Background: an optimization exercise with open tools, aiming at small area and a short achievable clock period. Do not read the settings as production practice.
Only simulation tests tie the RTL to the original design; equivalence was not proved.
Power and IR drop assume default switching activity.

==> flow/design.v (excerpt) <==
module cpu(
    input wire clk,
    input wire resetn,
    output wire [7:0] imem_addr,
    input wire [31:0] imem_rdata,
    output wire [9:0] dmem_addr,
    output wire dmem_we,
    output wire [31:0] dmem_wdata,
    input wire [31:0] dmem_rdata,
    output wire wb_en,
    output wire [3:0] wb_reg,
    output wire [31:0] wb_data
  );
  wire rst = !resetn;
  reg [31:0] pc;
  reg [31:0] d_inst;
  reg        d_noop;
  reg        fN, fZ, fC, fV;
  reg [25:0] e_inst;           
  reg [1:0]  e_type;
  reg [3:0]  e_ra, e_rb, e_wr;
  reg        e_rwe, e_mwe, e_ex;
  reg [15:0] x_ra, x_rb;       
  reg [1:0]  m_type;
  reg [3:0]  m_ra, m_rb, m_wr;
  reg        m_rwe, m_mwe, m_ex;
  reg [31:0] m_alu;
  reg [11:0] m_pre;            
  reg [31:0] m_sdata;          
  reg        sM_a, sM_d;       
  reg sA_m, sA_l, sA_w, sB_m, sB_l, sB_w;
  reg        w_load;
  reg [3:0]  w_wr;
  reg        w_rwe, w_ex;
  reg [31:0] w_res;            
  reg [31:0] e_bnl, m_bnl;
  reg [511:0] rf;
  wire [1:0] d_type;
  wire [3:0] d_ra, d_rb, d_wr;
  wire d_ex, d_rwe, d_mwe, d_is_b, stall, take_b;
  decode_inst u_dec (.inst(d_inst), .noop(d_noop),
      .fN(fN), .fZ(fZ), .fC(fC), .fV(fV),
      .e_type(e_type), .e_ex(e_ex), .e_wr(e_wr),
      .d_type(d_type), .d_ra(d_ra), .d_rb(d_rb), .d_wr(d_wr),
      .d_ex(d_ex), .d_rwe(d_rwe), .d_mwe(d_mwe), .d_is_b(d_is_b),
      .stall(stall), .take_b(take_b));
  fetch_addr u_fa (.rst(rst), .stall(stall), .take_b(take_b),
      .pc_w(pc[9:2]), .off(d_inst[7:0]), .imem_addr(imem_addr));
  wire [31:0] pc_inc = pc + 32'd4;
  wire [31:0] pc_br  = pc + {{6{d_inst[23]}}, d_inst[23:0], 2'b00};
  wire [31:0] pc_nxt = take_b ? pc_br : pc_inc;
  ...
For scale: about 6700 cells after synthesis, roughly 150 I/O pins, roughly 0.050 mm^2 of cells after synthesis.
==> module alu_unit, before the edit <==
module alu_unit (
    input wire [25:0] inst,            
    input wire sA_m, sA_l, sA_w, sA_r,
    input wire sB_m, sB_l, sB_w, sB_r,
    input wire [31:0] m_alu, rdata, w_res, opA, opB,
    input wire fN, fZ, fC, fV,
    input wire rst,
    input wire pc_alu,                 
    input wire [31:0] pc_other,        
    output wire [31:0] alu_out,
    output wire [31:0] pc_d,           
    output wire fN_d, fZ_d, fC_d, fV_d   
  );
  wire [31:0] A = ({32{sA_m}} & m_alu) | ({32{sA_l}} & rdata) |
                  ({32{sA_w}} & w_res) | ({32{sA_r}} & opA);
  wire [3:0] op   = inst[24:21];
  wire       imm  = inst[25];
  wire [4:0] n    = inst[11:7];
  wire [1:0] sc   = inst[6:5];
  wire [3:0] rr   = inst[11:8];
  wire upd = (op[3:2] == 2'b10) | inst[20];
  wire [4:0] rot_amt = imm ? {rr, 1'b0} : ((sc == 2'b01) ? (5'd0 - n) : n);
  wire [31:0] rot_in = ({32{sB_m}} & m_alu) | ({32{sB_l}} & rdata) |
                       ({32{sB_w}} & w_res) | ({32{sB_r}} & opB) |
                       ({32{imm}} & {24'b0, inst[7:0]});
  wire [31:0] r0 = rot_amt[0] ? {rot_in[0],    rot_in[31:1]}  : rot_in;
  wire [31:0] r1 = rot_amt[1] ? {r0[1:0],   r0[31:2]}   : r0;
  wire [31:0] r2 = rot_amt[2] ? {r1[3:0],   r1[31:4]}   : r1;
  wire [31:0] r3 = rot_amt[3] ? {r2[7:0],   r2[31:8]}   : r2;
  wire [31:0] r4 = rot_amt[4] ? {r3[15:0],  r3[31:16]}  : r3;
  wire [31:0] mask = imm ? 32'hFFFFFFFF :
                     (sc == 2'b11) ? 32'hFFFFFFFF :
                     (sc == 2'b01) ? (32'hFFFFFFFF << n) : (32'hFFFFFFFF >> n);
  wire [31:0] S = r4 & mask;
  wire sh_carry = r4[31];
  wire ignC = imm ? (rr == 4'd0) : (n == 5'd0);
  wire is_sub = (op == 4'd2) | (op == 4'd6) | (op == 4'd10);
  wire is_rsb = (op == 4'd3) | (op == 4'd7);
  wire use_c  = (op == 4'd5) | (op == 4'd6) | (op == 4'd7);
  wire cin    = use_c ? fC : (is_sub | is_rsb);
  wire [31:0] X = A ^ {32{is_rsb}};
  wire [31:0] Y = S ^ {32{is_sub}};
  wire inv = is_rsb ^ is_sub;
  wire [31:0] as_x = A ^ S;
  wire [31:0] xy_x = as_x ^ {32{inv}};
  wire [31:0] xy_a = X & Y;
  wire [31:0] xy_o = X | Y;
  wire [31:0] g0 = {xy_a[31:1], xy_a[0] | (xy_o[0] & cin)};
  wire [31:0] p0 = xy_o;
  wire [31:0] g1, p1, g2, p2, g3, p3, g4, p4, g5;
  assign g1 = g0 | (p0 & {g0[30:0], 1'b0});
  assign p1 = p0 & {p0[30:0], 1'b0};
  assign g2 = g1 | (p1 & {g1[29:0], 2'b0});
  assign p2 = p1 & {p1[29:0], 2'b0};
  assign g3 = g2 | (p2 & {g2[27:0], 4'b0});
  assign p3 = p2 & {p2[27:0], 4'b0};
  assign g4 = g3 | (p3 & {g3[23:0], 8'b0});
  assign p4 = p3 & {p3[23:0], 8'b0};
  assign g5 = g4 | (p4 & {g4[15:0], 16'b0});
  wire [31:0] sum = as_x ^ ({g5[30:0], cin} ^ {32{inv}});
  wire        cout = g5[31];
  wire hz = ~sum[2] & (xy_x[31:3] == xy_o[30:2]);
  wire sum_small = hz & (fC ? (sum[1:0] != 2'b11) : (sum[1:0] == 2'b00));
  wire sum_zero  = hz & (sum[1:0] == 2'b00);
  wire s_wrap = (S[31:1] == 31'b0) & (~S[0] | fC);
  wire c_rsc  = s_wrap ? (~cout & sum_small) : (~cout | sum_small);
  wire c_sbc  = cout | (~fC & (&xy_x));
  wire is_arith = (op[3:1] == 3'b001) | (op[3:2] == 2'b01) | (op[3:1] == 3'b101);
  reg [31:0] logic_out;
  always @(*) begin
    case (op)
      4'd0, 4'd8:  logic_out = xy_a;
      4'd1, 4'd9:  logic_out = as_x;
      4'd13:       logic_out = Y;
      4'd14:       logic_out = xy_o;
      4'd15:       logic_out = ~X;
      default:     logic_out = 32'b0;
    endcase
  end
  assign alu_out = is_arith ? sum : logic_out;
  wire flag_N = alu_out[31];
  wire flag_Z = is_arith ? sum_zero : (logic_out == 32'b0);
  wire flag_C = (op == 4'd6) ? c_sbc :
                (op == 4'd7) ? c_rsc :
                is_arith ? cout :
                (op == 4'd12) ? 1'b0 : sh_carry;
  wire flag_V = is_arith ? ((X[31] == Y[31]) & (X[31] != sum[31])) :
                (op == 4'd12) ? 1'b0 : fV;
  wire wr_f = ~rst & upd;
  wire wr_c = ~rst & upd & ~ignC;
  assign fN_d = wr_f ? flag_N : (fN & ~rst);
  assign fZ_d = wr_f ? flag_Z : (fZ & ~rst);
  assign fV_d = wr_f ? flag_V : (fV & ~rst);
  assign fC_d = wr_c ? flag_C : (fC & ~rst);
  assign pc_d = pc_alu ? alu_out : pc_other;
endmodule
==> module mem_addr, before the edit <==
module mem_addr (
    input wire fwd,                    
    input wire [11:0] rdata,
    input wire [11:0] pre,             
    output wire [9:0] addr
  );
  wire [11:0] a = rdata & {12{fwd}};
  wire [11:0] g0 = a & pre;
  wire [11:0] p0 = a | pre;
  wire [11:0] g1 = g0 | (p0 & {g0[10:0], 1'b0});
  wire [11:0] p1 = p0 & {p0[10:0], 1'b0};
  wire [11:0] g2 = g1 | (p1 & {g1[9:0], 2'b0});
  wire [11:0] p2 = p1 & {p1[9:0], 2'b0};
  wire [11:0] g3 = g2 | (p2 & {g2[7:0], 4'b0});
  wire [11:0] p3 = p2 & {p2[7:0], 4'b0};
  wire [11:0] g4 = g3 | (p3 & {g3[3:0], 8'b0});
  wire [11:0] sum = a ^ (pre ^ {g4[10:0], 1'b0});
  assign addr = sum[11:2];
endmodule
==> flow/config.mk <==
export PLATFORM = sky130hd
export DESIGN_NAME = cpu
export DESIGN_NICKNAME = cpu
export VERILOG_FILES = /design/flow/design.v
export SDC_FILE = /design/flow/constraint.sdc
export NUM_CORES = 4
export LEC_CHECK = 0
export ABC_AREA = 1
export CAP_MARGIN = 20
export CORE_MARGIN = 2
export CORE_UTILIZATION = 40
export CTS_BUF_LIST = sky130_fd_sc_hd__clkbuf_8
export PLACE_DENSITY = 0.6
export SETUP_SLACK_MARGIN = 5
export SLEW_MARGIN = 20
export SYNTH_HIERARCHICAL = 1
==> flow/constraint.sdc <==
create_clock -name core_clock -period 13.0 [get_ports {clk}]
set_input_delay 2.6000 -clock core_clock [delete_from_list [all_inputs] [get_ports {clk}]]
set_output_delay 2.6000 -clock core_clock [all_outputs]
set_load 0.01 [all_outputs]
standard.sh (not shown) runs the stock make flow with config.mk's settings and CLKGATE_MAP_FILE= SYNTH_SCRIPT=/design/flow/synth_recipe.tcl, a recipe that flattens the netlist after the stock synthesis.
==> flow/flow/run.sh <==
#!/bin/bash
# The standard layout (standard.sh: standard synthesis, floorplan, place,
# CTS, route) with three layout knobs changed; clock period and constraints
# are the standard flow's own:
#  - repair may resize a cell to one of another footprint;
#  - ports are buffered with buf_2 cells.
set -euo pipefail
bash standard.sh SETUP_SLACK_MARGIN=7 MATCH_CELL_FOOTPRINT=0 \
  "BUFFER_PORTS_ARGS=-buffer_cell sky130_fd_sc_hd__buf_2" finish > standard_flow.log 2>&1
Rerun with:
--- a/flow/design.v
+++ b/flow/design.v
@@ -39,15 +39,13 @@
   wire use_c  = (op == 4'd5) | (op == 4'd6) | (op == 4'd7);
   wire cin    = use_c ? fC : (is_sub | is_rsb);
   wire [31:0] X = A ^ {32{is_rsb}};
   wire [31:0] Y = S ^ {32{is_sub}};
-  wire inv = is_rsb ^ is_sub;
-  wire [31:0] as_x = A ^ S;
-  wire [31:0] xy_x = as_x ^ {32{inv}};
+  wire [31:0] xy_x = X ^ Y;
   wire [31:0] xy_a = X & Y;
   wire [31:0] xy_o = X | Y;
-  wire [31:0] g0 = {xy_a[31:1], xy_a[0] | (xy_o[0] & cin)};
-  wire [31:0] p0 = xy_o;
+  wire [31:0] g0 = {xy_a[31:1], xy_a[0] | (xy_x[0] & cin)};
+  wire [31:0] p0 = xy_x;
   wire [31:0] g1, p1, g2, p2, g3, p3, g4, p4, g5;
   assign g1 = g0 | (p0 & {g0[30:0], 1'b0});
   assign p1 = p0 & {p0[30:0], 1'b0};
   assign g2 = g1 | (p1 & {g1[29:0], 2'b0});
@@ -56,9 +54,9 @@
   assign p3 = p2 & {p2[27:0], 4'b0};
   assign g4 = g3 | (p3 & {g3[23:0], 8'b0});
   assign p4 = p3 & {p3[23:0], 8'b0};
   assign g5 = g4 | (p4 & {g4[15:0], 16'b0});
-  wire [31:0] sum = as_x ^ ({g5[30:0], cin} ^ {32{inv}});
+  wire [31:0] sum = xy_x ^ {g5[30:0], cin};
   wire        cout = g5[31];
   wire hz = ~sum[2] & (xy_x[31:3] == xy_o[30:2]);
   wire sum_small = hz & (fC ? (sum[1:0] != 2'b11) : (sum[1:0] == 2'b00));
   wire sum_zero  = hz & (sum[1:0] == 2'b00);
@@ -69,9 +67,9 @@
   reg [31:0] logic_out;
   always @(*) begin
     case (op)
       4'd0, 4'd8:  logic_out = xy_a;
-      4'd1, 4'd9:  logic_out = as_x;
+      4'd1, 4'd9:  logic_out = xy_x;
       4'd13:       logic_out = Y;
       4'd14:       logic_out = xy_o;
       4'd15:       logic_out = ~X;
       default:     logic_out = 32'b0;
@@ -159,19 +157,9 @@
     input wire [11:0] rdata,
     input wire [11:0] pre,             
     output wire [9:0] addr
   );
-  wire [11:0] a = rdata & {12{fwd}};
-  wire [11:0] g0 = a & pre;
-  wire [11:0] p0 = a | pre;
-  wire [11:0] g1 = g0 | (p0 & {g0[10:0], 1'b0});
-  wire [11:0] p1 = p0 & {p0[10:0], 1'b0};
-  wire [11:0] g2 = g1 | (p1 & {g1[9:0], 2'b0});
-  wire [11:0] p2 = p1 & {p1[9:0], 2'b0};
-  wire [11:0] g3 = g2 | (p2 & {g2[7:0], 4'b0});
-  wire [11:0] p3 = p2 & {p2[7:0], 4'b0};
-  wire [11:0] g4 = g3 | (p3 & {g3[3:0], 8'b0});
-  wire [11:0] sum = a ^ (pre ^ {g4[10:0], 1'b0});
+  wire [11:0] sum = (rdata & {12{fwd}}) + pre;
   assign addr = sum[11:2];
 endmodule
 module cpu(
     input wire clk,
The new run passed the timing, DRC and antenna checks.
Wire length drops by 3.4%.
Global-route usage decreases by 0.47 points.
Fmax shrinks by 3.3%.
Worst setup slack is worse by 0.21 ns.
First-iteration DRC count fell by 3.7%.
Utilization climbs by 0.25 points.
Non-clock buffer count goes up by 15.
Sequential cell count stays the same.
Synthesized area shrinks by 2.2%.
Clock skew hardly moves.
Sequential share of layout area climbs by 0.48 points.

* * *

cpu, a different RTL version from the one above (not shown whole).
For scale: roughly 150 I/O pins, about 49000 µm² of cells after synthesis.
==> module cpu, before the edit <==
module cpu(
    input wire clk,
    input wire resetn,
    output wire [7:0] imem_addr,
    input wire [31:0] imem_rdata,
    output wire [9:0] dmem_addr,
    output wire dmem_we,
    output wire [31:0] dmem_wdata,
    input wire [31:0] dmem_rdata,
    output wire wb_en,
    output wire [3:0] wb_reg,
    output wire [31:0] wb_data
  );
  wire rst = !resetn;
  reg [31:0] pc;
  reg [31:0] d_inst;
  reg        d_noop;
  reg        fN, fZ, fC, fV;
  reg [25:0] e_inst;           
  reg [1:0]  e_type;
  reg [3:0]  e_ra, e_rb, e_wr;
  reg        e_rwe, e_mwe, e_ex;
  reg [15:0] x_ra, x_rb;       
  reg [1:0]  m_type;
  reg [3:0]  m_ra, m_rb, m_wr;
  reg        m_rwe, m_mwe, m_ex;
  reg [31:0] m_alu;
  reg [11:0] m_off;            
  reg [11:0] m_base;           
  reg [31:0] m_sdata;          
  reg        sM_a, sM_d;       
  reg sA_m, sA_l, sA_w, sB_m, sB_l, sB_w;
  reg        w_load;
  reg [3:0]  w_wr;
  reg        w_rwe, w_ex;
  reg [31:0] w_res;            
  reg [31:0] e_bnl, m_bnl;
  reg [511:0] rf;
  wire [1:0] d_type;
  wire [3:0] d_ra, d_rb, d_wr;
  wire d_ex, d_rwe, d_mwe, d_is_b, stall, take_b;
  decode_inst u_dec (.inst(d_inst), .noop(d_noop),
      .fN(fN), .fZ(fZ), .fC(fC), .fV(fV),
      .e_type(e_type), .e_ex(e_ex), .e_wr(e_wr),
      .d_type(d_type), .d_ra(d_ra), .d_rb(d_rb), .d_wr(d_wr),
      .d_ex(d_ex), .d_rwe(d_rwe), .d_mwe(d_mwe), .d_is_b(d_is_b),
      .stall(stall), .take_b(take_b));
  fetch_addr u_fa (.rst(rst), .stall(stall), .take_b(take_b),
      .pc_w(pc[9:2]), .off(d_inst[7:0]), .imem_addr(imem_addr));
  wire [31:0] pc_inc = pc + 32'd4;
  wire [31:0] pc_br  = pc + {{6{d_inst[23]}}, d_inst[23:0], 2'b00};
  wire [31:0] pc_nxt = take_b ? pc_br : pc_inc;
  wire [31:0] rwd = w_load ? dmem_rdata : w_res;
  wire rf_we = w_rwe;
  reg [31:0] e_opA, e_opB;
  integer ri;
  always @(*) begin
    e_opA = 32'b0;
    e_opB = 32'b0;
    for (ri = 0; ri < 16; ri = ri + 1) begin
      e_opA = e_opA | (rf[32*ri +: 32] & {32{x_ra[ri]}});
      e_opB = e_opB | (rf[32*ri +: 32] & {32{x_rb[ri]}});
    end
  end
  wire sA_r = ~(sA_m | sA_l | sA_w);
  wire sB_r = ~(sB_m | sB_l | sB_w | e_inst[25]);
  wire [31:0] alu_out;
  wire upd, ignC, flag_N, flag_Z, flag_C, flag_V;
  alu_unit u_alu (.inst(e_inst),
      .sA_m(sA_m), .sA_l(sA_l), .sA_w(sA_w), .sA_r(sA_r),
      .sB_m(sB_m), .sB_l(sB_l), .sB_w(sB_w), .sB_r(sB_r),
      .m_alu(m_alu), .rdata(dmem_rdata), .w_res(w_res), .opA(e_opA), .opB(e_opB),
      .fC(fC), .fV(fV), .alu_out(alu_out), .upd(upd), .ignC(ignC),
      .flag_N(flag_N), .flag_Z(flag_Z), .flag_C(flag_C), .flag_V(flag_V));
  mem_addr u_ma (.fwd(sM_a), .rdata(dmem_rdata[11:0]), .base_reg(m_base), .off(m_off),
      .addr(dmem_addr));
  assign dmem_we    = m_mwe;
  assign dmem_wdata = sM_d ? dmem_rdata : m_sdata;
  wire [3:0] n_ra = stall ? 4'd0 : d_ra;
  wire [3:0] n_rb = stall ? 4'd0 : d_rb;
  wire n_imm = ~stall & d_inst[25];
  wire n_wload = (m_type == 2'b01);
  wire nA_m = (n_ra == e_wr) & e_ex;
  wire nA_w = (n_ra == m_wr) & m_ex & ~nA_m;
  wire nB_m = (n_rb == e_wr) & e_ex & ~n_imm;
  wire nB_w = (n_rb == m_wr) & m_ex & ~(nB_m | n_imm);
  wire [31:0] n_wres = (m_type == 2'b11) ? m_bnl :
                       (m_type == 2'b10) ? 32'b0 : m_alu;
  wire nM_a = (e_ra == m_wr) & m_ex;
  wire nM_d = (e_rb == m_wr) & m_ex;
  wire [11:0] n_base  = ((e_ra == w_wr) & w_ex) ? rwd[11:0] : e_opA[11:0];
  wire [31:0] n_sdata = ((e_rb == w_wr) & w_ex) ? rwd : e_opB;
  wire [11:0] e_off = e_inst[11:0];
  wire [11:0] e_adj = ~e_inst[24] ? 12'd0 : (e_inst[23] ? e_off : (12'd0 - e_off));
  always @(posedge clk) begin
    if (rst)
      d_inst <= 32'b0;
    else if (!stall)
      d_inst <= imem_rdata;
    if (rst)
      d_noop <= 1'b1;
    else if (pc == 32'b0)
      d_noop <= 1'b0;
    else
      d_noop <= d_is_b;
    if (rst)
      pc <= 32'b0;
    else if (!stall)
      pc <= (w_wr == 4'd15) ? alu_out : pc_nxt;
    e_bnl <= pc_inc;
    m_bnl <= e_bnl;
    x_ra <= 16'd1 << d_ra;
    x_rb <= 16'd1 << d_rb;
    if (stall) begin
      e_inst <= 26'b0;
      e_type <= 2'b0;
      e_ra <= 4'b0; e_rb <= 4'b0; e_wr <= 4'b0;
      e_rwe <= 1'b0; e_mwe <= 1'b0; e_ex <= 1'b0;
    end else begin
      e_inst <= d_inst[25:0];
      e_type <= d_type;
      e_ra <= d_ra; e_rb <= d_rb; e_wr <= d_wr;
      e_rwe <= d_rwe; e_mwe <= d_mwe; e_ex <= d_ex;
    end
    if (rst) begin
      fN <= 1'b0; fZ <= 1'b0; fC <= 1'b0; fV <= 1'b0;
    end else if (upd) begin
      fN <= flag_N; fZ <= flag_Z; fV <= flag_V;
      if (!ignC)
        fC <= flag_C;
    end
    m_type <= e_type;
    m_ra <= e_ra; m_rb <= e_rb; m_wr <= e_wr;
    m_rwe <= e_rwe; m_ex <= e_ex;
    m_mwe <= rst ? 1'b0 : e_mwe;
    m_alu <= alu_out;
    m_off <= e_adj;
    m_base  <= (nM_a & ~n_wload) ? n_wres[11:0] : n_base;
    m_sdata <= (nM_d & ~n_wload) ? n_wres : n_sdata;
    sM_a <= nM_a & n_wload;
    sM_d <= nM_d & n_wload;
    sA_m <= nA_m; sA_l <= nA_w & n_wload; sA_w <= nA_w & ~n_wload;
    sB_m <= nB_m; sB_l <= nB_w & n_wload; sB_w <= nB_w & ~n_wload;
    w_load <= n_wload;
    w_wr <= m_wr;
    w_ex <= m_ex;
    w_rwe <= rst ? 1'b0 : m_rwe;
    w_res <= n_wres;
  end
  wire [31:0] rf_wd = rwd & {32{resetn}};
  genvar gi;
  generate
    for (gi = 0; gi < 16; gi = gi + 1) begin : g_rf
      always @(posedge clk)
        if (rst | (rf_we & (w_wr == gi)))
          rf[32*gi +: 32] <= rf_wd;
    end
  endgenerate
  assign wb_en   = w_rwe;
  assign wb_reg  = w_wr;
  assign wb_data = rwd;
endmodule
Settings: LEC_CHECK=0, ABC_AREA=1, CAP_MARGIN=20, CORE_MARGIN=2, CORE_UTILIZATION=40, PLACE_DENSITY=0.6, SETUP_SLACK_MARGIN=5, SLEW_MARGIN=20, SYNTH_HIERARCHICAL=1; clock period 13.0 ns.
run.sh (not shown) runs the stock make flow with config.mk's settings and CLKGATE_MAP_FILE= SYNTH_SCRIPT=/design/flow/synth_recipe.tcl, a recipe that flattens the netlist after the stock synthesis.
Stock flow here: none of the scripts above is used.
Then changed:
--- a/flow/design.v
+++ b/flow/design.v
@@ -161,7 +161,7 @@
   reg [1:0]  e_type;
   reg [3:0]  e_ra, e_rb, e_wr;
   reg        e_rwe, e_mwe, e_ex;
-  reg [15:0] x_ra, x_rb;       
+  reg [3:0]  x_ra, x_rb;       
   reg [1:0]  m_type;
   reg [3:0]  m_ra, m_rb, m_wr;
   reg        m_rwe, m_mwe, m_ex;
@@ -199,8 +199,8 @@
     e_opA = 32'b0;
     e_opB = 32'b0;
     for (ri = 0; ri < 16; ri = ri + 1) begin
-      e_opA = e_opA | (rf[32*ri +: 32] & {32{x_ra[ri]}});
-      e_opB = e_opB | (rf[32*ri +: 32] & {32{x_rb[ri]}});
+      e_opA = e_opA | (rf[32*ri +: 32] & {32{x_ra == ri}});
+      e_opB = e_opB | (rf[32*ri +: 32] & {32{x_rb == ri}});
     end
   end
   wire sA_r = ~(sA_m | sA_l | sA_w);
@@ -250,8 +250,8 @@
       pc <= (w_wr == 4'd15) ? alu_out : pc_nxt;
     e_bnl <= pc_inc;
     m_bnl <= e_bnl;
-    x_ra <= 16'd1 << d_ra;
-    x_rb <= 16'd1 << d_rb;
+    x_ra <= d_ra;
+    x_rb <= d_rb;
     if (stall) begin
       e_inst <= 26'b0;
       e_type <= 2'b0;
Setup slack gains 140 ps. Register-to-register slack gets worse by 900 ps. Cell area rose by 0.66%. Total power drops by 0.47%. Via count came out higher by about 2.6%. Routed wire length goes up by 4.0%. Sequential power went down by about 3%. Count of clock-buffer cells in the layout fell by 4. Core utilization went down by 0.29 points. Sequential cell count drops by 24. Non-clock buffer count came out higher by 12. Area after synthesis rose by 0.94%. First-iteration DRC count rises by about 5.6%.

[what the ideal ports hide]
How much do the figures lean on ideal ports? The routed layouts below were timed once more, with nothing changed but the port constraints. Step 1 sets driving cells, clkbuf_16 on the clock port and buf_2 on the other inputs (assumed; they add their load-dependent delay and slew). Step 2 times the ports against the registers' clock, not the clock port: input delays grow and output delays shrink by t, the midpoint of the rising clock arrivals with the driver on. Three values: ideal ports, drivers, drivers and shift; two values: the first two.
run	t (ns)	slack for setup (ns)	latest minus earliest clock arrival (ns)	worst data-port slew with drivers (ns)
the first run of note 1	0.929	6.732 / 6.683 / 6.314	0.047 / 0.048	0.27
the second run of note 1	0.930	6.518 / 6.482 / 6.133	0.049 / 0.048	0.16
the first run of note 2	0.764	5.170 / 5.132 / 4.968	0.042 / 0.042	0.08
the second run of note 2	0.752	5.308 / 5.308 / 4.681	0.069 / 0.069	0.17
After both steps every run listed still meets setup and hold. The setup slack of the second run of note 2, which loses most, moves by 0.000 ns with the drivers and by -0.627 ns with both steps.
